This design comes from an exercise in tuning for small area and a short achievable clock period on the open sky130 flow, not from production work. RTL that was checked went through simulation tests only; none was proved equivalent to the original. The RTL of runs 1, 4 and 5 was laid out without a check of its function. No activity file was given, so power comes from the tool's default toggle rates.

==> flow/design.v, too long to show whole: its modules and the start of the top module <==
// module mul_tree: 1878 lines
// module CPU: 225 lines
module CPU(clk, Reset, imem_addr, imem_data, dmem_addr, dmem_wdata, dmem_we, dmem_re,
           dmem_rdata, wb_we, wb_dest, wb_data);
  // ...
==> flow/flow/run.sh <==
#!/bin/bash
# Standard ORFS layout with stronger timing repair: repair_timing aims for
# extra setup slack and may swap cells across footprints; ports get buf_2
# buffers instead of the default delay-cell buffers; clock tree leaves drive
# sink clusters of up to 20 and no dummy loads are added.
set -uo pipefail
bash standard.sh \
  SETUP_SLACK_MARGIN=7.3 \
  MATCH_CELL_FOOTPRINT=0 \
  "BUFFER_PORTS_ARGS=-buffer_cell sky130_fd_sc_hd__buf_2" \
  CORE_UTILIZATION=45 \
  "CTS_ARGS=-sink_clustering_enable -repair_clock_nets -dont_use_dummy_load -sink_clustering_size 20 -sink_clustering_max_diameter 60" \
  finish > standard.log 2>&1
==> flow/standard.sh <==
#!/bin/bash
# synth_recipe.tcl (not shown) runs the flow's synth.tcl, then flattens the netlist and writes it again
# the make line also repeats each setting of config.mk as NAME=value (left out here)
make -C /OpenROAD-flow-scripts/flow DESIGN_CONFIG=/design/flow/config.mk WORK_HOME=/design/flow/orfs CLKGATE_MAP_FILE= SYNTH_SCRIPT=/design/flow/synth_recipe.tcl "${@:-finish}"
==> flow/config.mk <==
export PLATFORM = sky130hd
export DESIGN_NAME = CPU
export DESIGN_NICKNAME = CPU
export VERILOG_FILES = /design/flow/design.v
export SDC_FILE = /design/flow/constraint.sdc
export NUM_CORES = 8
export LEC_CHECK = 0
export CAP_MARGIN = 20
export CORE_MARGIN = 2
export CORE_UTILIZATION = 40
export SLEW_MARGIN = 20
==> flow/constraint.sdc <==
create_clock -name core_clock -period 11.0 [get_ports {clk}]
set_input_delay 2.2000 -clock core_clock [delete_from_list [all_inputs] [get_ports {clk}]]
set_output_delay 2.2000 -clock core_clock [all_outputs]
set_load 0.01 [all_outputs]
==> results by group, run 1 <==
Worst setup path
  • Worst path top cell family by delay: compound AO/OA/AOI/OAI gates
  • Critical path required time: 11.65 ns
  • CP startpoint kind: register
  • RR Startpoint: e_src

Cells and area
  • Non-clock buffer count: 642
  • Non-Filler Instances: 9679
  • Inverter count: 444
  • Register share of the cell area: 46.2%
  • Clock-cell share: 3.48%
  • Multi-input comb cells: 4468

Power
  • Cell Int Power: 12.7 mW
  • Sw Ratio: 36.7%
  • Combinational power share: 37.5%
  • Leakage power: 35.2 nW
  • Maximum vdd drop: 0.219 mV

STA
  • RSZ-0062 raised after global routing: true
  • Final Setup Violations: 0
  • Final hold violation count: 0

Global route
  • M3 GR Usage: 16.1%

Min path
  • Class of the worst hold path: register to register

Yosys
  • Syn Inst Count: 7029
  • Synthesized net count: 7555
  • Most common cell in the synthesized netlist: a22oi_1
  • Mux contribution to synthesized area: 1.84%

Placement
  • GP Congestion: 1.02

Detailed routing
  • Vias: 69200
  • # DRC: 0

Floorplan
  • I/O pins: 202
  • CORE AREA: 181000 sq um
  • Die X-Extent: 431 microns

CTS
  • Clock sinks: 1613

Outcome
  • Status: no timing/DRC/antenna violations
==> module CPU, before the edit <==
module CPU(clk, Reset, imem_addr, imem_data, dmem_addr, dmem_wdata, dmem_we, dmem_re,
           dmem_rdata, wb_we, wb_dest, wb_data);
   input         Reset, clk;
   output [31:0] imem_addr;
   input [31:0]  imem_data;
   output [31:0] dmem_addr, dmem_wdata;
   output        dmem_we, dmem_re;
   input [31:0]  dmem_rdata;
   output        wb_we;
   output [4:0]  wb_dest;
   output [31:0] wb_data;
   integer       i;
   reg [31:0]    pc;
   reg [31:0]    ir;                  
   reg           idv;                 
   reg [31:1]    sa, sb;              
   reg           ba, bb;              
   reg           i_j, i_beq, i_bne;   
   reg [31:0]    e_a, e_b;            
   reg [15:0]    e_imm;
   reg [4:0]     e_sh, e_dest;
   reg           e_we, e_mr, e_mw, e_mult;
   reg           e_src, e_add, e_sub, e_and, e_or, e_slt, e_sll, e_srl, e_mfhi, e_mflo;
   reg [31:0]    m_res, m_sd;         
   reg [4:0]     m_dest;
   reg           m_we, m_mr, m_mw, m_mfhi, m_mflo;
   reg           m_ld;                
   reg [31:0]    w_data;              
   reg [31:0]    w_rfd;               
   reg [4:0]     w_dest;
   reg           w_we;
   reg [31:1]    wen;                 
   reg [31:0]    ma;                  
   reg [7:0]     cneg, cone, ctwo;    
   reg [7:0]     lneg, lone, ltwo;    
   reg [63:0]    hs, hc;              
   reg           p2;                  
   reg           hz;                  
   reg [31:0]    rf [1:31];
   wire [4:0]    rs = ir[25:21];
   wire [4:0]    rt = ir[20:16];
   wire [4:0]    rd = ir[15:11];
   reg [31:0]    va, vb;
   always @(*) begin
      va = {32{ba}} & w_rfd;
      vb = {32{bb}} & w_rfd;
      for (i = 1; i < 32; i = i + 1) begin
         va = va | ({32{sa[i]}} & rf[i]);
         vb = vb | ({32{sb[i]}} & rf[i]);
      end
   end
   always @(posedge clk) begin
      for (i = 1; i < 32; i = i + 1)
        if (wen[i])
          rf[i] <= w_rfd;
   end
   wire [5:0]    op = ir[31:26];
   wire [5:0]    fn = ir[5:0];
   wire          d_j    = op == 6'd2;
   wire          d_beq  = op == 6'd4;
   wire          d_bne  = op == 6'd5;
   wire          d_addi = op == 6'd8;
   wire          d_slti = op == 6'd10;
   wire          d_andi = op == 6'd12;
   wire          d_ori  = op == 6'd13;
   wire          d_lui  = op == 6'd15;
   wire          d_lw   = op == 6'd35;
   wire          d_sw   = op == 6'd43;
   wire          d_imm  = d_addi | d_slti | d_andi | d_ori | d_lui;
   wire          d_r    = ~(d_j | d_beq | d_bne | d_imm | d_lw | d_sw);
   wire          d_op0  = op == 6'd0;
   wire          f_add  = fn == 6'd32 || fn == 6'd33 || (!d_op0 && (fn == 6'd16 || fn == 6'd18));
   wire          f_sub  = fn == 6'd34 || fn == 6'd35;
   wire          d_subm = (d_r & f_sub) | d_slti | (d_r & fn == 6'd42);
   wire [4:0]    d_dest = d_r ? rd : rt;
   wire          d_we   = idv & (d_r | d_imm | d_lw) & (d_dest != 5'd0);
   wire          d_mult = idv & d_op0 & (fn == 6'd24);
   wire          eq     = va == vb;
   wire          taken  = idv & ((i_beq & eq) | (i_bne & ~eq));
   wire          jump   = idv & i_j;
   wire [31:0]   target = pc + {{16{ir[15]}}, ir[15:0]};
   wire [31:0]   pc_next = taken ? target : jump ? {{6{ir[25]}}, ir[25:0]} : pc + 32'd1;
   assign imem_addr = pc;
   wire [5:0]    f_op = imem_data[31:26];
   wire [4:0]    f_rs = imem_data[25:21];
   wire [4:0]    f_rt = imem_data[20:16];
   wire          f_wbe = ~Reset & m_we;      
   wire          f_ba = f_wbe && m_dest == f_rs;
   wire          f_bb = f_wbe && m_dest == f_rt;
   always @(posedge clk) begin
      ir <= imem_data;
      i_j <= f_op == 6'd2;
      i_beq <= f_op == 6'd4;
      i_bne <= f_op == 6'd5;
      ba <= f_ba;
      bb <= f_bb;
      for (i = 1; i < 32; i = i + 1) begin
         sa[i] <= ~f_ba && f_rs == i;
         sb[i] <= ~f_bb && f_rt == i;
      end
      if (Reset) begin
         pc <= 32'd0;
         idv <= 1'b0;
      end else begin
         pc <= pc_next;
         idv <= ~(taken | jump);
      end
   end
   wire [32:0]   bx = {vb, 1'b0};
   reg [15:0]    bneg, bone, btwo;
   always @(*) begin
      for (i = 0; i < 16; i = i + 1) begin
         bone[i] = bx[2*i+1] ^ bx[2*i];
         btwo[i] = (bx[2*i+2] & ~bx[2*i+1] & ~bx[2*i]) | (~bx[2*i+2] & bx[2*i+1] & bx[2*i]);
         bneg[i] = bx[2*i+2] & ~(bx[2*i+1] & bx[2*i]);
      end
   end
   always @(posedge clk) begin
      e_a <= va;
      e_b <= vb ^ {32{d_subm}};       
      e_imm <= ir[15:0] ^ {16{d_subm}};
      e_sh <= d_lui ? 5'd16 : ir[10:6];
      e_dest <= d_dest;
      e_src <= ~d_r;
      e_add <= d_lw | d_sw | d_addi | (d_r & f_add);
      e_sub <= d_r & f_sub;
      e_and <= d_andi | (d_r & fn == 6'd36);
      e_or  <= d_ori | (d_r & fn == 6'd37);
      e_slt <= d_slti | (d_r & fn == 6'd42);
      e_sll <= d_lui | (d_r & fn == 6'd0);
      e_srl <= d_r & fn == 6'd2;
      e_mfhi <= d_op0 & fn == 6'd16;
      e_mflo <= d_op0 & fn == 6'd18;
      if (Reset) begin
         e_we <= 1'b0;
         e_mr <= 1'b0;
         e_mw <= 1'b0;
         e_mult <= 1'b0;
      end else begin
         e_we <= d_we;
         e_mr <= idv & d_lw;
         e_mw <= idv & d_sw;
         e_mult <= d_mult;
      end
   end
   wire [31:0]   b = e_src ? {{16{e_imm[15]}}, e_imm} : e_b;
   wire          sub = e_sub | e_slt;
   wire [32:0]   sum1 = {e_a, 1'b1} + {b, sub};    
   wire [31:0]   sum = sum1[32:1];
   wire          lt = (e_a[31] ^ ~b[31]) ? e_a[31] : sum[31];
   reg [31:0]    brev, srev;
   wire [31:0]   sin = e_srl ? brev : b;
   wire [31:0]   sout = sin << e_sh;
   always @(*)
     for (i = 0; i < 32; i = i + 1) begin
        brev[i] = b[31-i];
        srev[i] = sout[31-i];
     end
   wire [31:0]   res = ({32{e_add | e_sub}} & sum)
                     | ({32{e_and}} & (e_a & b))
                     | ({32{e_or}} & (e_a | b))
                     | {31'd0, e_slt & lt}
                     | ({32{e_sll}} & sout)
                     | ({32{e_srl}} & srev);
   always @(posedge clk) begin
      m_res <= res;
      m_sd <= e_b;
      m_dest <= e_dest;
      m_mfhi <= e_mfhi;
      m_ld <= e_mr;
      m_mflo <= e_mflo;
      if (Reset) begin
         m_we <= 1'b0;
         m_mr <= 1'b0;
         m_mw <= 1'b0;
      end else begin
         m_we <= e_we;
         m_mr <= e_mr;
         m_mw <= e_mw;
      end
   end
   wire          it2 = p2 & ~e_mult;
   wire [63:0]   ts, tc;
   mul_tree tree(.a(ma), .neg(cneg), .one(cone), .two(ctwo),
                 .accs(hs[47:0] & {48{it2}}), .accc(hc[47:0] & {48{it2}}),
                 .s(ts), .c(tc));
   always @(posedge clk) begin
      ma <= d_mult ? va : e_a;
      lneg <= bneg[7:0];
      lone <= bone[7:0];
      ltwo <= btwo[7:0];
      cneg <= d_mult ? bneg[15:8] : lneg;
      cone <= d_mult ? bone[15:8] : lone;
      ctwo <= d_mult ? btwo[15:8] : ltwo;
      if (e_mult | it2) begin
         hs <= ts;
         hc <= tc;
      end
      p2 <= ~Reset & e_mult;
      if (Reset)
        hz <= 1'b1;
      else if (e_mult)
        hz <= 1'b0;
   end
   wire [63:0]   hilo = hs + hc;
   assign dmem_addr = m_res;
   assign dmem_wdata = m_sd;
   assign dmem_we = m_mw;
   assign dmem_re = m_mr;
   wire [31:0]   wsel = m_ld ? dmem_rdata
                      : m_mfhi ? (hz ? 32'd0 : hilo[63:32])
                      : m_mflo ? (hz ? 32'd0 : hilo[31:0])
                      : m_res;
   always @(posedge clk) begin
      for (i = 1; i < 32; i = i + 1)
        wen[i] <= Reset | (m_we && m_dest == i);
      w_dest <= m_dest;
      w_we <= ~Reset & m_we;
      w_data <= wsel;
      w_rfd <= Reset ? 32'd0 : wsel;
   end
   assign wb_we = w_we;
   assign wb_dest = w_dest;
   assign wb_data = w_data;
endmodule
==> inputs of run 2 (changes only) <==
--- a/flow/design.v
+++ b/flow/design.v
@@ -1903,15 +1903,13 @@
    reg [4:0]     m_dest;
    reg           m_we, m_mr, m_mw, m_mfhi, m_mflo;
-   reg           m_ld;                
    reg [31:0]    w_data;              
-   reg [31:0]    w_rfd;               
    reg [4:0]     w_dest;
    reg           w_we;
-   reg [31:1]    wen;                 
+   reg           rclr;                
    reg [31:0]    ma;                  
    reg [7:0]     cneg, cone, ctwo;    
    reg [7:0]     lneg, lone, ltwo;    
    reg [63:0]    hs, hc;              
-   reg           p2;                  
+   reg           it2;                 
    reg           hz;                  
    reg [31:0]    rf [1:31];
@@ -1921,6 +1919,6 @@
    reg [31:0]    va, vb;
    always @(*) begin
-      va = {32{ba}} & w_rfd;
-      vb = {32{bb}} & w_rfd;
+      va = {32{ba}} & w_data;
+      vb = {32{bb}} & w_data;
       for (i = 1; i < 32; i = i + 1) begin
          va = va | ({32{sa[i]}} & rf[i]);
@@ -1930,6 +1928,6 @@
    always @(posedge clk) begin
       for (i = 1; i < 32; i = i + 1)
-        if (wen[i])
-          rf[i] <= w_rfd;
+        if (rclr || (w_we && w_dest == i))
+          rf[i] <= rclr ? 32'd0 : w_data;
    end
    wire [5:0]    op = ir[31:26];
@@ -1950,13 +1948,17 @@
    wire          f_add  = fn == 6'd32 || fn == 6'd33 || (!d_op0 && (fn == 6'd16 || fn == 6'd18));
    wire          f_sub  = fn == 6'd34 || fn == 6'd35;
-   wire          d_subm = (d_r & f_sub) | d_slti | (d_r & fn == 6'd42);
    wire [4:0]    d_dest = d_r ? rd : rt;
    wire          d_we   = idv & (d_r | d_imm | d_lw) & (d_dest != 5'd0);
    wire          d_mult = idv & d_op0 & (fn == 6'd24);
    wire          eq     = va == vb;
-   wire          taken  = idv & ((i_beq & eq) | (i_bne & ~eq));
    wire          jump   = idv & i_j;
+   wire          br_eq  = idv & i_beq;    
+   wire          br_ne  = idv & i_bne;    
    wire [31:0]   target = pc + {{16{ir[15]}}, ir[15:0]};
-   wire [31:0]   pc_next = taken ? target : jump ? {{6{ir[25]}}, ir[25:0]} : pc + 32'd1;
+   wire [31:0]   seq    = jump ? {{6{ir[25]}}, ir[25:0]} : pc + 32'd1;
+   wire [31:0]   pc_eq  = br_eq ? target : seq;
+   wire [31:0]   pc_ne  = br_ne ? target : seq;
+   wire [31:0]   pc_next = eq ? pc_eq : pc_ne;
+   wire          redirect = eq ? (br_eq | jump) : (br_ne | jump);
    assign imem_addr = pc;
    wire [5:0]    f_op = imem_data[31:26];
@@ -1982,5 +1984,5 @@
       end else begin
          pc <= pc_next;
-         idv <= ~(taken | jump);
+         idv <= ~redirect;
       end
    end
@@ -1996,6 +1998,6 @@
    always @(posedge clk) begin
       e_a <= va;
-      e_b <= vb ^ {32{d_subm}};       
-      e_imm <= ir[15:0] ^ {16{d_subm}};
+      e_b <= vb;
+      e_imm <= ir[15:0];
       e_sh <= d_lui ? 5'd16 : ir[10:6];
       e_dest <= d_dest;
@@ -2024,7 +2026,6 @@
    wire [31:0]   b = e_src ? {{16{e_imm[15]}}, e_imm} : e_b;
    wire          sub = e_sub | e_slt;
-   wire [32:0]   sum1 = {e_a, 1'b1} + {b, sub};    
-   wire [31:0]   sum = sum1[32:1];
-   wire          lt = (e_a[31] ^ ~b[31]) ? e_a[31] : sum[31];
+   wire [31:0]   sum = e_a + (b ^ {32{sub}}) + {31'd0, sub};
+   wire          lt = (e_a[31] ^ b[31]) ? e_a[31] : sum[31];
    reg [31:0]    brev, srev;
    wire [31:0]   sin = e_srl ? brev : b;
@@ -2046,5 +2047,4 @@
       m_dest <= e_dest;
       m_mfhi <= e_mfhi;
-      m_ld <= e_mr;
       m_mflo <= e_mflo;
       if (Reset) begin
@@ -2058,5 +2058,4 @@
       end
    end
-   wire          it2 = p2 & ~e_mult;
    wire [63:0]   ts, tc;
    mul_tree tree(.a(ma), .neg(cneg), .one(cone), .two(ctwo),
@@ -2075,5 +2074,5 @@
          hc <= tc;
       end
-      p2 <= ~Reset & e_mult;
+      it2 <= ~Reset & e_mult & ~d_mult;
       if (Reset)
         hz <= 1'b1;
@@ -2086,15 +2085,16 @@
    assign dmem_we = m_mw;
    assign dmem_re = m_mr;
-   wire [31:0]   wsel = m_ld ? dmem_rdata
-                      : m_mfhi ? (hz ? 32'd0 : hilo[63:32])
-                      : m_mflo ? (hz ? 32'd0 : hilo[31:0])
-                      : m_res;
    always @(posedge clk) begin
-      for (i = 1; i < 32; i = i + 1)
-        wen[i] <= Reset | (m_we && m_dest == i);
+      rclr <= Reset;
       w_dest <= m_dest;
       w_we <= ~Reset & m_we;
-      w_data <= wsel;
-      w_rfd <= Reset ? 32'd0 : wsel;
+      if (m_mr)
+        w_data <= dmem_rdata;
+      else if (m_mfhi)
+        w_data <= hz ? 32'd0 : hilo[63:32];
+      else if (m_mflo)
+        w_data <= hz ? 32'd0 : hilo[31:0];
+      else
+        w_data <= m_res;
    end
    assign wb_we = w_we;
--- a/flow/flow/run.sh
+++ b/flow/flow/run.sh
@@ -6,8 +6,7 @@
 set -uo pipefail
 bash standard.sh \
-  SETUP_SLACK_MARGIN=7.3 \
+  SETUP_SLACK_MARGIN=7.6 \
   MATCH_CELL_FOOTPRINT=0 \
   "BUFFER_PORTS_ARGS=-buffer_cell sky130_fd_sc_hd__buf_2" \
-  CORE_UTILIZATION=45 \
   "CTS_ARGS=-sink_clustering_enable -repair_clock_nets -dont_use_dummy_load -sink_clustering_size 20 -sink_clustering_max_diameter 60" \
   finish > standard.log 2>&1
==> run 2 against run 1 <==
Against the previous run:
- sequential power is 3.9% lower
- non-clock buffer count is 276 higher
- global-route usage is 0.65 points lower
- count of clock-buffer cells in the layout is 4 higher
- die area is 9.6% higher
- synthesized cell count is 2.6% lower
- critical path type unchanged
- sequential share of layout area is 2.5 points lower
- flip-flop and latch count is 65 lower
- critical endpoint is now pc[12]
- clock skew is 0.0082 ns lower
- still clean
- clock power is 1% higher
==> results by group, run 2 <==
Outcome
  • Status: no timing/DRC/antenna violations (unchanged)

Cells and area
  • Biggest regs: rf: 992 flops, hs: 64 flops, hc: 63 flops (unchanged)
  • Largest register FFs: 992 (unchanged)
  • # nets final: 7897 (was 7827)
  • Final core occ: 49.2% (was 52.4%)
  • Multi-input gate area: 37400 sq um (was 37300 sq um)
  • Most frequent cells in the layout: 1233 x a22oi_1, 1119 x edfxtp_1, 500 x buf_4 (was 1243 x a22oi_1, 1119 x edfxtp_1, 392 x inv_1)
  • Share of post-route cells with drive strength above 1: 25.9% (was 20.0%)
  • Layout Area Growth over Synthesis: 22.4% (was 15.4%)
  • Commonest non-fill, non-tap cell in the layout: a22oi_1 (unchanged)
  • Largest reg by FF count: rf (unchanged)
  • Filler cells: 17400 (was 15500)
  • Area occupied by registers: 42900 sq um (was 43900 sq um)

Global route
  • Largest net degree at the start of global routing: 79 (was 106)
  • First-pass GRT wire length: 547000 microns (was 513000 microns)
  • Gr ovfl total: 0 (unchanged)
  • GR Util All Layers: 38.6% (was 39.2%)
  • Initial antenna violation count: 25 (was 21)
  • Vias in the first global route: 67100 (was 65000)

CTS
  • TritonCTS clock tree: done (unchanged)
  • Clock Tree Buf Depth: 3 (unchanged)
  • Hold Buf Count CTS: 0 (unchanged)
  • Clock sinks: 1548 (was 1613)
  • Worst skew pair latency: 0.87 ns (was 0.83 ns)
  • CTS clk-pin slew, worst paths: 0.08 ns (about the same)
  • H-tree depth: 4 (unchanged)
  • CTS buffer count: 136 (was 132)
  • Root Buffer: clkbuf_16 (unchanged)

Floorplan
  • I/O pins: 202 (unchanged)
  • Initial Utilization: 40.2% (was 45.4%)
  • Std-Cell Rows: 164 (was 156)
  • Die X-Extent: 452 microns (was 431 microns)
  • Die area: 204000 sq um (was 186000 sq um)
  • Die height: 452 microns (was 431 microns)
  • CORE AREA: 199000 sq um (was 181000 sq um)

Min path
  • Class of the worst hold path: register to register (unchanged)
  • Hold path cells: 0 (unchanged)

Placement
  • GP Congestion: 1.03 (was 1.02)
  • Buffers on Ports: 201 (unchanged)
  • DP HPWL: 242000 microns (was 227000 microns)

Power
  • Pwr Density: 209 nW/um^2 (was 211 nW/um^2)
  • Leakage power: 36.1 nW (was 35.2 nW)
  • Maximum vdd drop: 0.255 mV (was 0.219 mV)

Worst setup path
  • Worst r2r path cells: 15 (was 18)
  • Critical path required time: 11.71 ns (was 11.65 ns)
  • Crit path top cell by count: nand4_1
  • Crit path max fanout: 19 (was 6)
  • CP cell instances: buf_8 > a22oi_1 > nand4_1 > nor4_4 > buf_6 > xnor2_1 > nand4_1 > nor4_2 > nand2_2 > mux2i_2 > nor2b_4 > buf_12 > clkbuf_16 > a211o_1 > a21oi_2 (was buf_12 > mux2i_4 > inv_2 > ha_2 > or3_1 > a211oi_2 > o31a_1 > o311a_1 > nor3_4 > a311oi_2 > o21bai_1 > a21o_1 > a211oi_2 > o21bai_1 > fa_2 > a21oi_2 > o21ai_1 > a21o_1)
  • Slowest stage delay, CP: 0.47 ns (was 0.46 ns)
  • Crit path DAT: 4.52 ns (was 4.89 ns)
  • CP startpoint kind: register (unchanged)
  • Critical path class: register to register (unchanged)
  • Element type at the critical path end: register (unchanged)
  • CP max-delay cell: dfxtp_4 (was fa_2)

STA
  • Fmax: 263 MHz (was 236 MHz)
  • Max Transition Viols Final: 0 (unchanged)
  • Final hold violation count: 0 (unchanged)
  • Tmin final: 3.81 ns (was 4.24 ns)
  • Final Setup Violations: 0 (unchanged)
  • Setup_tns: 0 ns (unchanged)
  • Max-slew headroom at the worst pin: 20.5% (was 22.5%)
  • RSZ-0062 raised after global routing: true (unchanged)
  • Worst slew pin tran: 1.19 ns (was 1.16 ns)
  • Max Clock Skew: 0.122 ns (was 0.130 ns)
  • Part of the cycle the worst path needs: 34.6% (was 38.6%)

Flow run
  • Max-Cap Viols: 0 (unchanged)

Detailed routing
  • First DRT Iteration DRCs: 15200 (was 14400)
  • Total Routed Length: 411000 microns (was 378000 microns)
  • DR pass1 iterations: 15 (was 13)
  • Post-DRT Antenna Nets: 0 (unchanged)
  • # DRC: 0 (unchanged)
  • Vias/cell: 7.07 (was 7.15)
  • WL per Instance: 40.8 microns (was 39.1 microns)
  • Vias: 71200 (was 69200)

Yosys
  • Number of enable flip-flop cells after synthesis: 1119 (unchanged)
  • Top cell type's share of synthesized area: 41.9% (was 40.9%)
  • Most common cell in the synthesized netlist: a22oi_1 (unchanged)
  • Synthesized net count: 7342 (was 7555)
  • Post-synth top cells: 1298 x a22oi_1, 1119 x edfxtp_1, 429 x dfxtp_1 (was 1272 x a22oi_1, 1119 x edfxtp_1, 494 x dfxtp_1)
  • Syn Inst Count: 6849 (was 7029)
  • Seq/Total Area, Yosys: 52.7% (was 52.9%)
  • YS warnings: 2 (unchanged)
  • Synth area leaders: edfxtp_1 42%, a22oi_1 12%, dfxtp_1 11%, fa_1 6.5%, ha_1 2.6% (was edfxtp_1 41%, dfxtp_1 12%, a22oi_1 12%, fa_1 6.3%, ha_1 3.0%)
  • Post-synthesis register bit count: 1548 (was 1613)
  • Fraction of registers with async set/reset: 0% (unchanged)
  • Unique cell type count in the Yosys netlist: 100 (was 93)
  • Most used flip-flop cell after synthesis: edfxtp_1 (unchanged)
  • Yosys top cell by area: edfxtp_1 (unchanged)
  • Syn_area_per_cell: 11.7 sq um (about the same)
  • Synthesized cell area: 80100 sq um (was 82200 sq um)
==> run 2: worst max-delay path: cells and delay by family, from the launching register on <==
family | cells | cell delay (ns)
buffers and inverters | 4 | 0.80
flip-flops | 1 | 0.47
XOR/XNOR | 1 | 0.13
AND/OR/NAND/NOR | 6 | 1.31
AO/OA/AOI/OAI | 3 | 0.67
multiplexers | 1 | 0.27
==> run 2: area by class of cell <==
| cell class | instances | area share, % |
|---|---|---|
| inverter | 373 | 1.45 |
| timing repair buffer | 918 | 9.77 |
| multi-input combinational | 4425 | 38.1 |
| clock buffer | 136 | 3.47 |
| tap | 2656 | 3.39 |
| antenna | 11 | 0.0281 |
| timing repair inverter | 2 | 0.0153 |
| sequential | 1548 | 43.8 |
==> run 2: per-stage QoR <==
stage / instances / total power, mW / hold WS, ns / area, sq um / setup WS [ns]
after floorplan: 6849 / 11.9 / 0.310 / 80700 / 7.09
after detailed placement: 9416 / 14.9 / 0.313 / 84700 / 6.49
final: 10100 / 20.5 / 0.322 / 98100 / 7.19
after global routing: 10100 / 21.3 / 0.326 / 98100 / 7.17
after global placement: 9414 / 14.8 / 0.313 / 84700 / 6.05
after CTS: 9910 / 19.8 / 0.327 / 95300 / 7.23
==> run 2: logic make-up after synthesis <==
| kind of cell | after synthesis | synth area share [%] |
|---|---|---|
| adders and majority gates | 427 | 9.10 |
| AOI/OAI and AO/OA | 2079 | 18.5 |
| xor gates and xnor gates | 472 | 5.16 |
| and+or+nand+nor | 1343 | 8.47 |
| buffers and inverters | 877 | 4.30 |
| muxes | 103 | 1.76 |
| DFF | 1548 | 52.7 |
==> run 2: what timing repair did <==
item                                    CTS  global route
endpoints found under the hold margin     0             0
setup endpoints to repair               295           284
gates resized for setup                1013           341
cloned                                   31             9
pin swaps                               161           189
buffers inserted                        327           139
==> run 2: worst paths after layout <==
| path | startpoint | end | slack (ns) |
|---|---|---|---|
| min | e_dest[2] | m_dest[2] | 0.32 |
| max | sb[19] | pc[12] | 7.19 |
| min reg2reg | e_dest[2] | m_dest[2] | 0.32 |
| max reg2reg | sb[19] | pc[12] | 7.19 |
==> run 2: metal layers <==
layer	wire, microns	vias up	share of wire (%)	GRT usage (%)
met5	268	-	0.065	0.163
met4	35000	30	8.5	24.4
met3	68000	1928	17	16.4
met2	160000	7107	39	52.8
met1	147000	35000	36	49.9
li1	-	27100	-	-
==> run 2: report_power, final <==
group	internal (mW)	switching, mW	leakage [nW]	total (mW)
Clock	2.17	2.08	1.68	4.25
Sequential	7.30	0.670	15.1	7.97
Combinational	3.42	4.87	19.4	8.29
Total	12.9	7.62	36.1	20.5
==> inputs of run 3 (changes only) <==
--- a/flow/flow/run.sh
+++ b/flow/flow/run.sh
@@ -6,5 +6,5 @@
 set -uo pipefail
 bash standard.sh \
-  SETUP_SLACK_MARGIN=7.6 \
+  SETUP_SLACK_MARGIN=7.4 \
   MATCH_CELL_FOOTPRINT=0 \
   "BUFFER_PORTS_ARGS=-buffer_cell sky130_fd_sc_hd__buf_2" \
==> run 3 against run 2 <==
Against the previous run:
- still clean
- global-route usage fell by 2.8 points
- clock power shrank 1%
- cell count shrank 2.0%
- hold slack gained 0.011 ns
- synthesized cell count unchanged
- count of clock-buffer cells in the layout fell by 2
- utilization is 2.1 points lower
- register-to-register slack hardly changed
- largest cell class unchanged
==> results by group, run 3 <==
CTS
  • Clock Tree Buf Depth: 3 (unchanged)
  • Clock sinks: 1548 (unchanged)
  • TritonCTS clock tree: done (unchanged)
  • CTS buffer count: 134 (was 136)
  • H-tree depth: 4 (unchanged)
  • Hold Buf Count CTS: 0 (unchanged)
  • CTS clk-pin slew, worst paths: 0.07 ns (was 0.08 ns)
  • Worst skew pair latency: 0.85 ns (was 0.87 ns)
  • Root Buffer: clkbuf_16 (unchanged)

Yosys
  • Unique cell type count in the Yosys netlist: 100 (unchanged)
  • Yosys top cell by area: edfxtp_1 (unchanged)
  • Syn Inst Count: 6849 (unchanged)
  • Top cell type's share of synthesized area: 41.9% (unchanged)
  • Fraction of registers with async set/reset: 0% (unchanged)
  • Post-synthesis register bit count: 1548 (unchanged)
  • Number of enable flip-flop cells after synthesis: 1119 (unchanged)
  • YS warnings: 2 (unchanged)
  • Most used flip-flop cell after synthesis: edfxtp_1 (unchanged)
  • Post-synth top cells: 1298 x a22oi_1, 1119 x edfxtp_1, 429 x dfxtp_1 (unchanged)
  • Most common cell in the synthesized netlist: a22oi_1 (unchanged)
  • Syn_area_per_cell: 11.7 sq um (unchanged)
  • Seq/Total Area, Yosys: 52.7% (unchanged)
  • Synthesized cell area: 80100 sq um (unchanged)
  • Synthesized net count: 7342 (unchanged)
  • Synth area leaders: edfxtp_1 42%, a22oi_1 12%, dfxtp_1 11%, fa_1 6.5%, ha_1 2.6% (unchanged)

Global route
  • GR Util All Layers: 35.8% (was 38.6%)
  • Largest net degree at the start of global routing: 107 (was 79)
  • Initial antenna violation count: 22 (was 25)
  • Gr ovfl total: 0 (unchanged)
  • Vias in the first global route: 65000 (was 67100)
  • First-pass GRT wire length: 514000 microns (was 547000 microns)

Power
  • Total design power: 19.4 mW (was 20.5 mW)
  • Combinational power share: 37.3% (was 40.4%)
  • Switching pwr: 7.08 mW (was 7.62 mW)
  • Sw Ratio: 36.5% (was 37.2%)
  • Leakage power: 34.6 nW (was 36.1 nW)
  • Clk pwr share: 21.6% (was 20.7%)
  • Maximum vdd drop: 0.170 mV (was 0.255 mV)
  • Reg power frac: 41.1% (was 38.9%)
  • Pwr Density: 207 nW/um^2 (was 209 nW/um^2)
  • Cell Int Power: 12.3 mW (was 12.9 mW)

Worst setup path
  • Element type at the critical path end: register (unchanged)
  • Critical path class: register to register (unchanged)
  • Crit path max fanout: 5 (was 19)
  • Crit path top cell by count: fa_2 (was nand4_1)
  • CP max-delay cell: fa_2 (was dfxtp_4)
  • Slowest stage delay, CP: 0.56 ns (was 0.47 ns)
  • CP cell instances: clkbuf_16 > buf_12 > a22oi_2 > xor2_1 > fa_2 > fa_2 > inv_2 > fa_2 > inv_2 > fa_1 > inv_2 > fa_2 (was buf_8 > a22oi_1 > nand4_1 > nor4_4 > buf_6 > xnor2_1 > nand4_1 > nor4_2 > nand2_2 > mux2i_2 > nor2b_4 > buf_12 > clkbuf_16 > a211o_1 > a21oi_2)
  • Crit path DAT: 4.29 ns (was 4.52 ns)
  • Critical path required time: 11.49 ns (was 11.71 ns)
  • CP startpoint kind: register (unchanged)

STA
  • Worst slew pin tran: 1.12 ns (was 1.19 ns)
  • Max Transition Viols Final: 0 (unchanged)
  • WHS: 0.333 ns (was 0.322 ns)
  • Final Setup Violations: 0 (unchanged)
  • Tmin final: 3.80 ns (was 3.81 ns)
  • Part of the cycle the worst path needs: 34.6% (about the same)
  • Max Clock Skew: 0.131 ns (was 0.122 ns)
  • Setup_tns: 0 ns (unchanged)
  • Max-slew headroom at the worst pin: 25.2% (was 20.5%)
  • Fmax: 263 MHz (about the same)
  • RSZ-0062 raised after global routing: true (unchanged)
  • Final hold violation count: 0 (unchanged)
  • Final worst slack: 7.20 ns (was 7.19 ns)

Floorplan
  • I/O pins: 202 (unchanged)
  • Initial Utilization: 40.2% (unchanged)
  • Die height: 452 microns (unchanged)
  • CORE AREA: 199000 sq um (unchanged)
  • Die area: 204000 sq um (unchanged)
  • Std-Cell Rows: 164 (unchanged)
  • Die X-Extent: 452 microns (unchanged)

Cells and area
  • Final core occ: 47.1% (was 49.2%)
  • Non-Filler Instances: 9864 (was 10100)
  • Largest register FFs: 992 (unchanged)
  • Largest reg by FF count: rf (unchanged)
  • # nets final: 7692 (was 7897)
  • Design area: 94000 sq um (was 98100 sq um)
  • Biggest regs: rf: 992 flops, hs: 64 flops, hc: 63 flops (unchanged)
  • Commonest non-fill, non-tap cell in the layout: a22oi_1 (unchanged)
  • Share of post-route cells with drive strength above 1: 21.2% (was 25.9%)
  • Layout Area Growth over Synthesis: 17.3% (was 22.4%)
  • Most frequent cells in the layout: 1267 x a22oi_1, 1119 x edfxtp_1, 397 x nand2_1 (was 1233 x a22oi_1, 1119 x edfxtp_1, 500 x buf_4)

Detailed routing
  • DR pass1 iterations: 16 (was 15)
  • # DRC: 0 (unchanged)
  • First DRT Iteration DRCs: 14600 (was 15200)
  • Post-DRT Antenna Nets: 0 (unchanged)
  • WL per Instance: 38.4 microns (was 40.8 microns)
  • Vias/cell: 7.02 (was 7.07)
  • Vias: 69300 (was 71200)
  • Total Routed Length: 379000 microns (was 411000 microns)

Placement
  • Pre-CTS worst setup slack: 6.50 ns (was 6.49 ns)
  • GP Congestion: 0.996 (was 1.03)
  • Placed cell area: 84600 sq um (was 84700 sq um)
  • DP HPWL: 220000 microns (was 242000 microns)
  • Post-Place Cells: 9425 (was 9416)
  • Buffers on Ports: 201 (unchanged)

Outcome
  • Status: no timing/DRC/antenna violations (unchanged)

Flow run
  • Max-Cap Viols: 0 (unchanged)

Min path
  • Class of the worst hold path: register to register (unchanged)
[run 3: cell counts after synthesis]
No cell type changed its count.
[run 3: worst max-delay path: cells and delay by family (launching register included)]
| kind | cells | cell delay (ns) |
|---|---|---|
| xor+xnor | 1 | 0.23 |
| fa+ha+maj | 5 | 2.23 |
| flops | 1 | 0.40 |
| compound gates | 1 | 0.14 |
| buf+inv | 5 | 0.47 |
[run 3: power groups by stage]
stage / sequential [mW] / combinational, mW / clock (mW)
after detailed placement: 8.06 / 6.34 / 0
after CTS: 7.93 / 6.81 / 4.21
final: 7.99 / 7.24 / 4.19
after global placement: 8.07 / 6.20 / 0
after global routing: 7.99 / 7.90 / 4.42
after floorplan: 7.62 / 4.16 / 0
[run 3: area by class of cell]
class	instances	area, sq um
diodes	11	27.5
clock buffers	134	3350
fillers	17900	105000
inverters	373	1410
multi-input cells	4424	36600
flip-flops and latches	1548	42800
well taps	2656	3320
repair buffers	716	6470
repair inverters	2	12.5
[run 3: what timing repair did]
action,CTS,global route
gates resized for setup,697,230
cloned,19,4
endpoints found under the setup margin,249,142
pin swaps,145,123
buffers inserted,181,90
[run 3: cells by family (layout without fill, tap and decap cells)]
kind of cell / count (synthesis) / in the layout / share of synthesized area, %
other: 0 / 11 / 0
adders and majority gates: 427 / 427 / 9.10
buffers and inverters: 877 / 1225 / 4.30
and+or+nand+nor: 1343 / 1343 / 8.47
xor gates and xnor gates: 472 / 472 / 5.16
muxes: 103 / 103 / 1.76
AOI/OAI and AO/OA: 2079 / 2079 / 18.5
DFF: 1548 / 1548 / 52.7
[run 3: worst paths after layout]
path                                start        end  slack (ns)  cells past startpoint
worst max-delay path              cone[0]     hc[23]        7.20                     12
worst min-delay path            e_dest[1]  m_dest[1]        0.33                      0
worst max register to register    cone[0]     hc[23]        7.20                     12
worst min register to register  e_dest[1]  m_dest[1]        0.33                      0
[run 3: metal layers]
| metal | up-vias | GRT usage (%) | part of all wire, % |
|---|---|---|---|
| met1 | 33600 | 45.9 | 35 |
| met3 | 1960 | 15.9 | 17 |
| met5 | - | 0.0933 | 0.065 |
| met4 | 18 | 22.3 | 8.6 |
| met2 | 6974 | 49.0 | 39 |
| li1 | 26700 | - | - |
==> inputs of run 4 (changes only) <==
--- a/flow/design.v
+++ b/flow/design.v
@@ -1911,5 +1911,5 @@
    reg [7:0]     lneg, lone, ltwo;    
    reg [63:0]    hs, hc;              
-   reg           it2;                 
+   reg           p2;                  
    reg           hz;                  
    reg [31:0]    rf [1:31];
@@ -2058,4 +2058,5 @@
       end
    end
+   wire          it2 = p2 & ~e_mult;
    wire [63:0]   ts, tc;
    mul_tree tree(.a(ma), .neg(cneg), .one(cone), .two(ctwo),
@@ -2063,16 +2064,22 @@
                  .s(ts), .c(tc));
    always @(posedge clk) begin
-      ma <= d_mult ? va : e_a;
-      lneg <= bneg[7:0];
-      lone <= bone[7:0];
-      ltwo <= btwo[7:0];
-      cneg <= d_mult ? bneg[15:8] : lneg;
-      cone <= d_mult ? bone[15:8] : lone;
-      ctwo <= d_mult ? btwo[15:8] : ltwo;
+      if (d_mult) begin
+         ma <= va;
+         cneg <= bneg[15:8];
+         cone <= bone[15:8];
+         ctwo <= btwo[15:8];
+         lneg <= bneg[7:0];
+         lone <= bone[7:0];
+         ltwo <= btwo[7:0];
+      end else if (e_mult) begin
+         cneg <= lneg;
+         cone <= lone;
+         ctwo <= ltwo;
+      end
       if (e_mult | it2) begin
          hs <= ts;
          hc <= tc;
       end
-      it2 <= ~Reset & e_mult & ~d_mult;
+      p2 <= ~Reset & e_mult;
       if (Reset)
         hz <= 1'b1;
==> run 4 against run 3 <==
Against the previous run:
- worst setup slack lost 0.24 ns
- sequential power decreased by 9.4%
- routed wire length up 7.4%
- hold slack got worse by 0.019 ns
- fmax decreased by 5.9%
- utilization is 1.3 points higher
- sequential share of layout area decreased by 0.63 points
- power down 30%
- register-to-register slack lost 0.24 ns
- critical path depth increased by 1
- clock power rose by 2%
==> results by group, run 4 <==
Yosys
  • Synth area leaders: edfxtp_1 45%, a22oi_1 12%, dfxtp_1 8.7%, fa_1 6.4%, ha_1 2.6% (was edfxtp_1 42%, a22oi_1 12%, dfxtp_1 11%, fa_1 6.5%, ha_1 2.6%)
  • Synthesized net count: 7263 (was 7342)
  • Most used flip-flop cell after synthesis: edfxtp_1 (unchanged)
  • Number of enable flip-flop cells after synthesis: 1199 (was 1119)
  • Synthesized cell area: 80600 sq um (was 80100 sq um)
  • Most common cell in the synthesized netlist: a22oi_1 (unchanged)
  • Seq/Total Area, Yosys: 53.4% (was 52.7%)
  • Post-synthesis register bit count: 1550 (was 1548)
  • Post-synth top cells: 1296 x a22oi_1, 1199 x edfxtp_1, 360 x inv_1 (was 1298 x a22oi_1, 1119 x edfxtp_1, 429 x dfxtp_1)
  • Yosys top cell by area: edfxtp_1 (unchanged)
  • Top cell type's share of synthesized area: 44.7% (was 41.9%)
  • Unique cell type count in the Yosys netlist: 78 (was 100)
  • Syn_area_per_cell: 11.9 sq um (was 11.7 sq um)
  • Fraction of registers with async set/reset: 0% (unchanged)
  • Syn Inst Count: 6770 (was 6849)
  • YS warnings: 2 (unchanged)

Placement
  • Buffers on Ports: 201 (unchanged)
  • GP Congestion: 0.991 (was 0.996)
  • Pre-CTS worst setup slack: 6.17 ns (was 6.50 ns)
  • DP HPWL: 235000 microns (was 220000 microns)
  • Post-Place Cells: 9366 (was 9425)

STA
  • Final worst slack: 6.96 ns (was 7.20 ns)
  • Final hold violation count: 0 (unchanged)
  • Part of the cycle the worst path needs: 36.7% (was 34.6%)
  • Tmin final: 4.04 ns (was 3.80 ns)
  • Max Clock Skew: 0.0958 ns (was 0.131 ns)
  • RSZ-0062 raised after global routing: true (unchanged)
  • Max Transition Viols Final: 0 (unchanged)
  • Setup_tns: 0 ns (unchanged)
  • Worst slew pin tran: 1.18 ns (was 1.12 ns)
  • Final Setup Violations: 0 (unchanged)
  • Max-slew headroom at the worst pin: 21.3% (was 25.2%)
  • Fmax: 248 MHz (was 263 MHz)

Global route
  • Gr ovfl total: 0 (unchanged)
  • First-pass GRT wire length: 541000 microns (was 514000 microns)
  • Largest net degree at the start of global routing: 76 (was 107)
  • Initial antenna violation count: 16 (was 22)
  • Vias in the first global route: 65800 (was 65000)
  • GR Util All Layers: 38.0% (was 35.8%)

Floorplan
  • Std-Cell Rows: 164 (unchanged)
  • Die height: 453 microns (was 452 microns)
  • Die area: 205000 sq um (was 204000 sq um)
  • Die X-Extent: 453 microns (was 452 microns)
  • Initial Utilization: 40.3% (was 40.2%)
  • I/O pins: 202 (unchanged)
  • CORE AREA: 200000 sq um (was 199000 sq um)

Cells and area
  • Largest register FFs: 992 (unchanged)
  • Commonest non-fill, non-tap cell in the layout: a22oi_1 (unchanged)
  • Non-Filler Instances: 9947 (was 9864)
  • Share of post-route cells with drive strength above 1: 22.8% (was 21.2%)
  • Most frequent cells in the layout: 1228 x a22oi_1, 1199 x edfxtp_1, 415 x buf_4 (was 1267 x a22oi_1, 1119 x edfxtp_1, 397 x nand2_1)
  • Layout Area Growth over Synthesis: 20.1% (was 17.3%)
  • Biggest regs: rf: 992 flops, hs: 64 flops, hc: 63 flops (unchanged)
  • # nets final: 7764 (was 7692)
  • Largest reg by FF count: rf (unchanged)

CTS
  • Clock sinks: 1550 (was 1548)
  • CTS clk-pin slew, worst paths: 0.08 ns (was 0.07 ns)
  • Worst skew pair latency: 0.84 ns (was 0.85 ns)
  • TritonCTS clock tree: done (unchanged)
  • H-tree depth: 4 (unchanged)
  • Root Buffer: clkbuf_16 (unchanged)
  • CTS buffer count: 136 (was 134)
  • Clock Tree Buf Depth: 3 (unchanged)

Worst setup path
  • Crit path max fanout: 32 (was 5)
  • CP startpoint kind: register (unchanged)
  • Worst r2r path cells: 13 (was 12)
  • Buffers & Inverters on Critical Path: 3 (was 5)
  • Crit path DAT: 4.81 ns (was 4.29 ns)
  • Worst path depth: 13 (was 12)
  • CP cell instances: buf_12 > a22oi_1 > nand4_1 > nor4_4 > buf_6 > xnor2_1 > nand4_1 > nor4b_4 > a21oi_2 > a41o_4 > buf_12 > or3_1 > a21oi_1 (was clkbuf_16 > buf_12 > a22oi_2 > xor2_1 > fa_2 > fa_2 > inv_2 > fa_2 > inv_2 > fa_1 > inv_2 > fa_2)
  • Critical path class: register to register (unchanged)
  • CP max-delay cell: nor4b_4 (was fa_2)
  • Element type at the critical path end: register (unchanged)
  • Slowest stage delay, CP: 0.57 ns (was 0.56 ns)
  • Critical path required time: 11.77 ns (was 11.49 ns)
  • Worst path top cell family by delay: simple AND/OR/NAND/NOR gates (was adder cells)

Detailed routing
  • Vias/cell: 7.09 (was 7.02)
  • # DRC: 0 (unchanged)
  • WL per Instance: 40.9 microns (was 38.4 microns)
  • DR pass1 iterations: 15 (was 16)
  • Total Routed Length: 407000 microns (was 379000 microns)
  • First DRT Iteration DRCs: 14400 (was 14600)
  • Post-DRT Antenna Nets: 0 (unchanged)
  • Vias: 70500 (was 69300)

Min path
  • Hold path cells: 0 (unchanged)
  • Class of the worst hold path: register to register (unchanged)

Power
  • Total design power: 13.5 mW (was 19.4 mW)
  • Maximum vdd drop: 0.179 mV (was 0.170 mV)
  • Pwr Density: 140 nW/um^2 (was 207 nW/um^2)
  • Leakage power: 36.2 nW (was 34.6 nW)

Flow run
  • Max-Cap Viols: 0 (unchanged)

Outcome
  • Status: no timing/DRC/antenna violations (unchanged)
-- run 4: cell types whose count changed in the layout (fill, tap and decap cells not counted), moves of 29 or more --
cell      change
a22oi_1      -39
a22oi_2      +37
buf_12       +67
buf_4        +58
dfxtp_4      -30
edfxtp_1     +80
nand2_1      -76
o21ai_0      -29
-- run 4: per-stage QoR --
step | area (sq um) | hold WS [ns] | utilization [%]
after floorplan | 80900 | 0.310 | -
after global placement | 85200 | 0.313 | 42.6
after detailed placement | 85300 | 0.312 | 42.6
after CTS | 94500 | 0.309 | 47.2
after global routing | 96800 | 0.319 | 48.4
final | 96900 | 0.314 | 48.4
-- run 4: final cells by class --
type	count	area, sq um
tap	2656	3320
timing repair inverter	2	12.5
inverter	366	1390
sequential	1550	43500
antenna	22	55.1
clock buffer	136	3400
fill	17700	103000
timing repair buffer	843	8680
multi-input combinational	4372	36500
-- run 4: timing repair --
action                     CTS  global route
setup endpoints to repair  235           162
pin swaps                  125           142
setup buffers              269           106
hold buffers                 0             0
gates cloned                35            13
resized for setup          737           287
-- run 4: kinds of logic (layout without fill, tap and decap cells) --
family | count (synthesis) | in the layout | share of synthesized area, %
other cells | 0 | 22 | 0
compound gates | 2061 | 2061 | 18.3
xor+xnor | 463 | 463 | 5.03
fa+ha+maj | 427 | 427 | 9.04
flops | 1550 | 1550 | 53.4
mux | 120 | 120 | 1.94
buf+inv | 848 | 1347 | 4.07
simple gates | 1301 | 1301 | 8.20
-- run 4: final timing paths --
kind,startpoint,end,slack (ns)
setup reg to reg,sb[16],pc[15],6.96
hold reg to reg,e_dest[4],m_dest[4],0.31
setup / recovery,sb[16],pc[15],6.96
hold / removal,e_dest[4],m_dest[4],0.31
-- run 4: power breakdown --
part / total, mW / internal [mW] / switching (mW)
Combinational: 2.04 / 0.718 / 1.32
Clock: 4.27 / 2.17 / 2.10
Sequential: 7.24 / 6.78 / 0.462
Total: 13.5 / 9.66 / 3.88
-- run 4: per-layer routing --
layer	vias up	GRT usage [%]	routed length (microns)
met4	18	24.9	35700
met1	34700	46.1	141000
met5	-	1.21	439
li1	26900	-	-
met2	6753	56.1	172000
met3	2132	14.6	58000
-- run 4: worst reg2reg max path, cell delays in order (launching register included) --
cell and delay (ns):
dfxtp_2 0.33, buf_12 0.19, a22oi_1 0.33, nand4_1 0.18
nor4_4 0.53, buf_6 0.18, xnor2_1 0.12, nand4_1 0.40
nor4b_4 0.57, a21oi_2 0.11, a41o_4 0.32, buf_12 0.16
or3_1 0.37, a21oi_1 0.15
==> inputs of run 5 (changes only) <==
--- a/flow/design.v
+++ b/flow/design.v
@@ -1896,8 +1896,8 @@
    reg           i_j, i_beq, i_bne;   
    reg [31:0]    e_a, e_b;            
-   reg [15:0]    e_imm;
+   reg [31:0]    e_sd;                
    reg [4:0]     e_sh, e_dest;
    reg           e_we, e_mr, e_mw, e_mult;
-   reg           e_src, e_add, e_sub, e_and, e_or, e_slt, e_sll, e_srl, e_mfhi, e_mflo;
+   reg           e_add, e_sub, e_and, e_or, e_slt, e_sll, e_srl, e_mfhi, e_mflo;
    reg [31:0]    m_res, m_sd;         
    reg [4:0]     m_dest;
@@ -1911,5 +1911,5 @@
    reg [7:0]     lneg, lone, ltwo;    
    reg [63:0]    hs, hc;              
-   reg           p2;                  
+   reg           it2;                 
    reg           hz;                  
    reg [31:0]    rf [1:31];
@@ -1948,4 +1948,5 @@
    wire          f_add  = fn == 6'd32 || fn == 6'd33 || (!d_op0 && (fn == 6'd16 || fn == 6'd18));
    wire          f_sub  = fn == 6'd34 || fn == 6'd35;
+   wire          d_subm = (d_r & (f_sub | fn == 6'd42)) | d_slti;
    wire [4:0]    d_dest = d_r ? rd : rt;
    wire          d_we   = idv & (d_r | d_imm | d_lw) & (d_dest != 5'd0);
@@ -1998,9 +1999,8 @@
    always @(posedge clk) begin
       e_a <= va;
-      e_b <= vb;
-      e_imm <= ir[15:0];
+      e_b <= (d_r ? vb : {{16{ir[15]}}, ir[15:0]}) ^ {32{d_subm}};
+      e_sd <= vb;
       e_sh <= d_lui ? 5'd16 : ir[10:6];
       e_dest <= d_dest;
-      e_src <= ~d_r;
       e_add <= d_lw | d_sw | d_addi | (d_r & f_add);
       e_sub <= d_r & f_sub;
@@ -2024,8 +2024,8 @@
       end
    end
-   wire [31:0]   b = e_src ? {{16{e_imm[15]}}, e_imm} : e_b;
+   wire [31:0]   b = e_b;
    wire          sub = e_sub | e_slt;
-   wire [31:0]   sum = e_a + (b ^ {32{sub}}) + {31'd0, sub};
-   wire          lt = (e_a[31] ^ b[31]) ? e_a[31] : sum[31];
+   wire [31:0]   sum = e_a + b + {31'd0, sub};
+   wire          lt = (e_a[31] ^ ~b[31]) ? e_a[31] : sum[31];
    reg [31:0]    brev, srev;
    wire [31:0]   sin = e_srl ? brev : b;
@@ -2044,5 +2044,5 @@
    always @(posedge clk) begin
       m_res <= res;
-      m_sd <= e_b;
+      m_sd <= e_sd;
       m_dest <= e_dest;
       m_mfhi <= e_mfhi;
@@ -2058,5 +2058,4 @@
       end
    end
-   wire          it2 = p2 & ~e_mult;
    wire [63:0]   ts, tc;
    mul_tree tree(.a(ma), .neg(cneg), .one(cone), .two(ctwo),
@@ -2064,22 +2063,16 @@
                  .s(ts), .c(tc));
    always @(posedge clk) begin
-      if (d_mult) begin
-         ma <= va;
-         cneg <= bneg[15:8];
-         cone <= bone[15:8];
-         ctwo <= btwo[15:8];
-         lneg <= bneg[7:0];
-         lone <= bone[7:0];
-         ltwo <= btwo[7:0];
-      end else if (e_mult) begin
-         cneg <= lneg;
-         cone <= lone;
-         ctwo <= ltwo;
-      end
+      ma <= d_mult ? va : e_a;
+      lneg <= bneg[7:0];
+      lone <= bone[7:0];
+      ltwo <= btwo[7:0];
+      cneg <= d_mult ? bneg[15:8] : lneg;
+      cone <= d_mult ? bone[15:8] : lone;
+      ctwo <= d_mult ? btwo[15:8] : ltwo;
       if (e_mult | it2) begin
          hs <= ts;
          hc <= tc;
       end
-      p2 <= ~Reset & e_mult;
+      it2 <= ~Reset & e_mult & ~d_mult;
       if (Reset)
         hz <= 1'b1;
==> run 5 against run 4 <==
Against the previous run:
- still clean
- routed wire length decreased by 1.7%
- utilization decreased by 1.0 points
- design area decreased by 1.3%
- critical path depth increased by 2
- synthesized cell count increased by 2.2%
- combinational power increased to 3.6 times the previous value
- first-iteration DRC count increased by 2.8%
- global-route usage decreased by 0.48 points
==> results by group, run 5 <==
Worst setup path
  • Element type at the critical path end: register (unchanged)
  • Slowest stage delay, CP: 0.60 ns (was 0.57 ns)
  • Worst path top cell family by delay: simple AND/OR/NAND/NOR gates (unchanged)
  • Critical path class: register to register (unchanged)
  • Crit path max fanout: 32 (unchanged)
  • CP startpoint kind: register (unchanged)
  • Critical path required time: 11.70 ns (was 11.77 ns)
  • CP cell instances: buf_12 > a22o_1 > a221oi_1 > nand3_1 > or4_4 > xnor2_1 > nand4_1 > nor4_2 > nand2_2 > mux2i_2 > nor2b_4 > buf_6 > clkbuf_16 > a211o_1 > a21oi_2 (was buf_12 > a22oi_1 > nand4_1 > nor4_4 > buf_6 > xnor2_1 > nand4_1 > nor4b_4 > a21oi_2 > a41o_4 > buf_12 > or3_1 > a21oi_1)
  • Buffers & Inverters on Critical Path: 3 (unchanged)
  • Crit path DAT: 4.70 ns (was 4.81 ns)
  • CP max-delay cell: or4_4 (was nor4b_4)

CTS
  • Clock Tree Buf Depth: 3 (unchanged)
  • CTS clk-pin slew, worst paths: 0.06 ns (was 0.08 ns)
  • Hold Buf Count CTS: 0 (unchanged)
  • H-tree depth: 4 (unchanged)
  • TritonCTS clock tree: done (unchanged)
  • Clock sinks: 1563 (was 1550)
  • Worst skew pair latency: 0.87 ns (was 0.84 ns)
  • Root Buffer: clkbuf_16 (unchanged)
  • CTS buffer count: 135 (was 136)

Cells and area
  • Largest reg by FF count: rf (unchanged)
  • Most frequent cells in the layout: 1119 x edfxtp_1, 1052 x a22oi_1, 374 x nand2_1 (was 1228 x a22oi_1, 1199 x edfxtp_1, 415 x buf_4)
  • Share of post-route cells with drive strength above 1: 21.5% (was 22.8%)
  • Biggest regs: rf: 992 flops, hs: 64 flops, hc: 63 flops (unchanged)
  • Multi-input gate area: 36700 sq um (was 36500 sq um)
  • Layout Area Growth over Synthesis: 18.1% (was 20.1%)
  • Largest register FFs: 992 (unchanged)
  • Filler cells: 17900 (was 17700)
  • # nets final: 7813 (was 7764)
  • Commonest non-fill, non-tap cell in the layout: edfxtp_1 (was a22oi_1)
  • Area occupied by registers: 43000 sq um (was 43500 sq um)
  • Design area: 95600 sq um (was 96900 sq um)

Placement
  • DP HPWL: 233000 microns (was 235000 microns)
  • Placed cell area: 85100 sq um (was 85300 sq um)
  • Buffers on Ports: 201 (unchanged)
  • GP Congestion: 1.01 (was 0.991)

Global route
  • First-pass GRT wire length: 536000 microns (was 541000 microns)
  • Initial antenna violation count: 25 (was 16)
  • Largest net degree at the start of global routing: 88 (was 76)
  • GR Util met1: 44.0% (was 46.1%)
  • GR peak layer: met2 (unchanged)
  • M3 GR Usage: 17.2% (was 14.6%)
  • Grt met2 use: 54.1% (was 56.1%)
  • Gr ovfl total: 0 (unchanged)
  • GR Util All Layers: 37.5% (was 38.0%)
  • Vias in the first global route: 65900 (was 65800)

Detailed routing
  • Vias/cell: 7.07 (was 7.09)
  • Total Routed Length: 401000 microns (was 407000 microns)
  • DR pass1 iterations: 17 (was 15)
  • WL per Instance: 40.1 microns (was 40.9 microns)
  • Post-DRT Antenna Nets: 0 (unchanged)
  • First DRT Iteration DRCs: 14800 (was 14400)
  • # DRC: 0 (unchanged)
  • Vias: 70600 (was 70500)

STA
  • Setup_tns: 0 ns (unchanged)
  • Worst slew pin tran: 1.20 ns (was 1.18 ns)
  • Max-slew headroom at the worst pin: 19.1% (was 21.3%)
  • Part of the cycle the worst path needs: 36.4% (was 36.7%)
  • Tmin final: 4.00 ns (was 4.04 ns)
  • WHS: 0.313 ns (was 0.314 ns)
  • Max Clock Skew: 0.147 ns (was 0.0958 ns)
  • RSZ-0062 raised after global routing: true (unchanged)
  • Final hold violation count: 0 (unchanged)
  • Fmax: 250 MHz (was 248 MHz)
  • Final Setup Violations: 0 (unchanged)
  • Max Transition Viols Final: 0 (unchanged)

Flow run
  • Max-Cap Viols: 0 (unchanged)

Yosys
  • Syn Inst Count: 6920 (was 6770)
  • Post-synth top cells: 1119 x edfxtp_1, 1074 x a22oi_1, 444 x dfxtp_1 (was 1296 x a22oi_1, 1199 x edfxtp_1, 360 x inv_1)
  • Number of enable flip-flop cells after synthesis: 1119 (was 1199)
  • Yosys top cell by area: edfxtp_1 (unchanged)
  • Synthesized net count: 7447 (was 7263)
  • Top cell type's share of synthesized area: 41.5% (was 44.7%)
  • Post-synthesis register bit count: 1563 (was 1550)
  • Syn_area_per_cell: 11.7 sq um (was 11.9 sq um)
  • Seq/Total Area, Yosys: 52.5% (was 53.4%)
  • YS warnings: 2 (unchanged)
  • Most used flip-flop cell after synthesis: edfxtp_1 (unchanged)
  • Synthesized cell area: 81000 sq um (was 80600 sq um)
  • Most common cell in the synthesized netlist: edfxtp_1 (was a22oi_1)
  • Fraction of registers with async set/reset: 0% (unchanged)
  • Unique cell type count in the Yosys netlist: 83 (was 78)
  • Synth area leaders: edfxtp_1 42%, dfxtp_1 11%, a22oi_1 10%, fa_1 6.5%, ha_1 3.1% (was edfxtp_1 45%, a22oi_1 12%, dfxtp_1 8.7%, fa_1 6.4%, ha_1 2.6%)

Floorplan
  • Initial Utilization: 40.1% (was 40.3%)
  • CORE AREA: 202000 sq um (was 200000 sq um)
  • Die X-Extent: 454 microns (was 453 microns)
  • Die area: 206000 sq um (was 205000 sq um)
  • Std-Cell Rows: 165 (was 164)
  • Die height: 454 microns (was 453 microns)
  • I/O pins: 202 (unchanged)

Power
  • Leakage power: 35.6 nW (was 36.2 nW)
  • Maximum vdd drop: 0.205 mV (was 0.179 mV)
  • Total design power: 19.6 mW (was 13.5 mW)
  • Pwr Density: 205 nW/um^2 (was 140 nW/um^2)

Outcome
  • Status: no timing/DRC/antenna violations (unchanged)

Min path
  • Class of the worst hold path: register to register (unchanged)
run 5: worst reg2reg max path, stage by stage (launching register included):
cell       delay (ns)
dfxtp_2          0.32
buf_12           0.16
a22o_1           0.49
a221oi_1         0.40
nand3_1          0.16
or4_4            0.60
xnor2_1          0.20
nand4_1          0.14
nor4_2           0.25
nand2_2          0.14
mux2i_2          0.25
nor2b_4          0.09
buf_6            0.14
clkbuf_16        0.15
a211o_1          0.25
a21oi_2          0.14
run 5: worst paths after layout:
| kind | cells past startpoint | end | startpoint | slack [ns] |
|---|---|---|---|---|
| max reg2reg | 15 | pc[10] | sa[9] | 7.00 |
| min | 0 | m_mfhi | e_mfhi | 0.31 |
| min reg2reg | 0 | m_mfhi | e_mfhi | 0.31 |
| max | 15 | pc[10] | sa[9] | 7.00 |
run 5: per-layer routing:
layer / up-vias / wire length (microns)
met5: - / 749
met1: 34200 / 133000
met4: 28 / 38300
met3: 2330 / 63800
li1: 26800 / -
met2: 7191 / 165000
run 5: cell families (layout without fill, tap and decap cells):
| logic type | count (synthesis) | after routing | share of synthesized area, % |
|---|---|---|---|
| DFF | 1563 | 1563 | 52.5 |
| xor gates and xnor gates | 472 | 472 | 5.12 |
| and+or+nand+nor | 1385 | 1385 | 8.45 |
| other | 0 | 25 | 0 |
| AOI/OAI and AO/OA | 2038 | 2038 | 18.3 |
| adders and majority gates | 461 | 461 | 9.55 |
| buffers and inverters | 910 | 1274 | 4.42 |
| muxes | 91 | 91 | 1.64 |
run 5: area by class of cell:
cell class	count	area share, %
repair buffers	739	7.86
flip-flops and latches	1563	45.0
diodes	25	0.0654
clock buffers	135	3.53
well taps	2672	3.50
inverters	400	1.58
multi-input cells	4447	38.4
run 5: per-stage QoR:
stage          worst slack, ns  cells  util, %
4_1_cts                   7.21   9889     46.6
5_1_grt                   7.10   9968     47.4
2_1_floorplan             7.39   6920        -
6_report                  7.00   9981     47.4
3_5_place_dp              6.03   9484     42.2
3_3_place_gp              5.95   9484     42.2
run 5: timing repair:
item                                    in CTS  in global routing
resized for setup                          847                186
hold endpoints to repair                     0                  0
endpoints found under the setup margin     260                133
setup buffers                              239                 61
pin swaps                                  159                120
gates cloned                                31                  6
run 5: where the power goes:
| part | switching (mW) | internal, mW |
|---|---|---|
| sequential | 0.708 | 7.37 |
| clock | 2.10 | 2.15 |
| combinational | 4.36 | 2.91 |
| total | 7.17 | 12.4 |

-- separate check: timing with driven ports --
No port has a modelled driver above. Below, the same layouts with a new extraction and two added sets of constraints. Step 1 (the two cells are an assumption about what drives the block):
set clk [get_ports {clk}]
set_driving_cell -lib_cell sky130_fd_sc_hd__clkbuf_16 $clk
set_driving_cell -lib_cell sky130_fd_sc_hd__buf_2 [delete_from_list [all_inputs] $clk]
Step 2 times the ports against the registers' clock, not the clock port: input delays grow and output delays shrink by t, the midpoint of the rising clock arrivals with the driver on. a / b / c = no drivers / after step 1 / after step 2; a / b = the first two.
| run | t (ns) | setup slack, ns | worst setup path after step 2 |
|---|---|---|---|
| run 1 | 0.861 | 6.756 / 6.756 / 6.536 | input to register |
| run 2 | 0.905 | 7.193 / 7.133 / 6.922 | input to register |
| run 3 | 0.890 | 7.198 / 7.198 / 6.763 | input to register |
| run 4 | 0.890 | 6.962 / 6.962 / 6.962 | register to register |
| run 5 | 0.901 | 6.997 / 6.997 / 6.432 | input to register |
After both steps setup and hold are still met in every run listed. For run 5, which loses most, drivers alone change the setup slack by 0.000 ns; drivers and shift together by -0.565 ns.
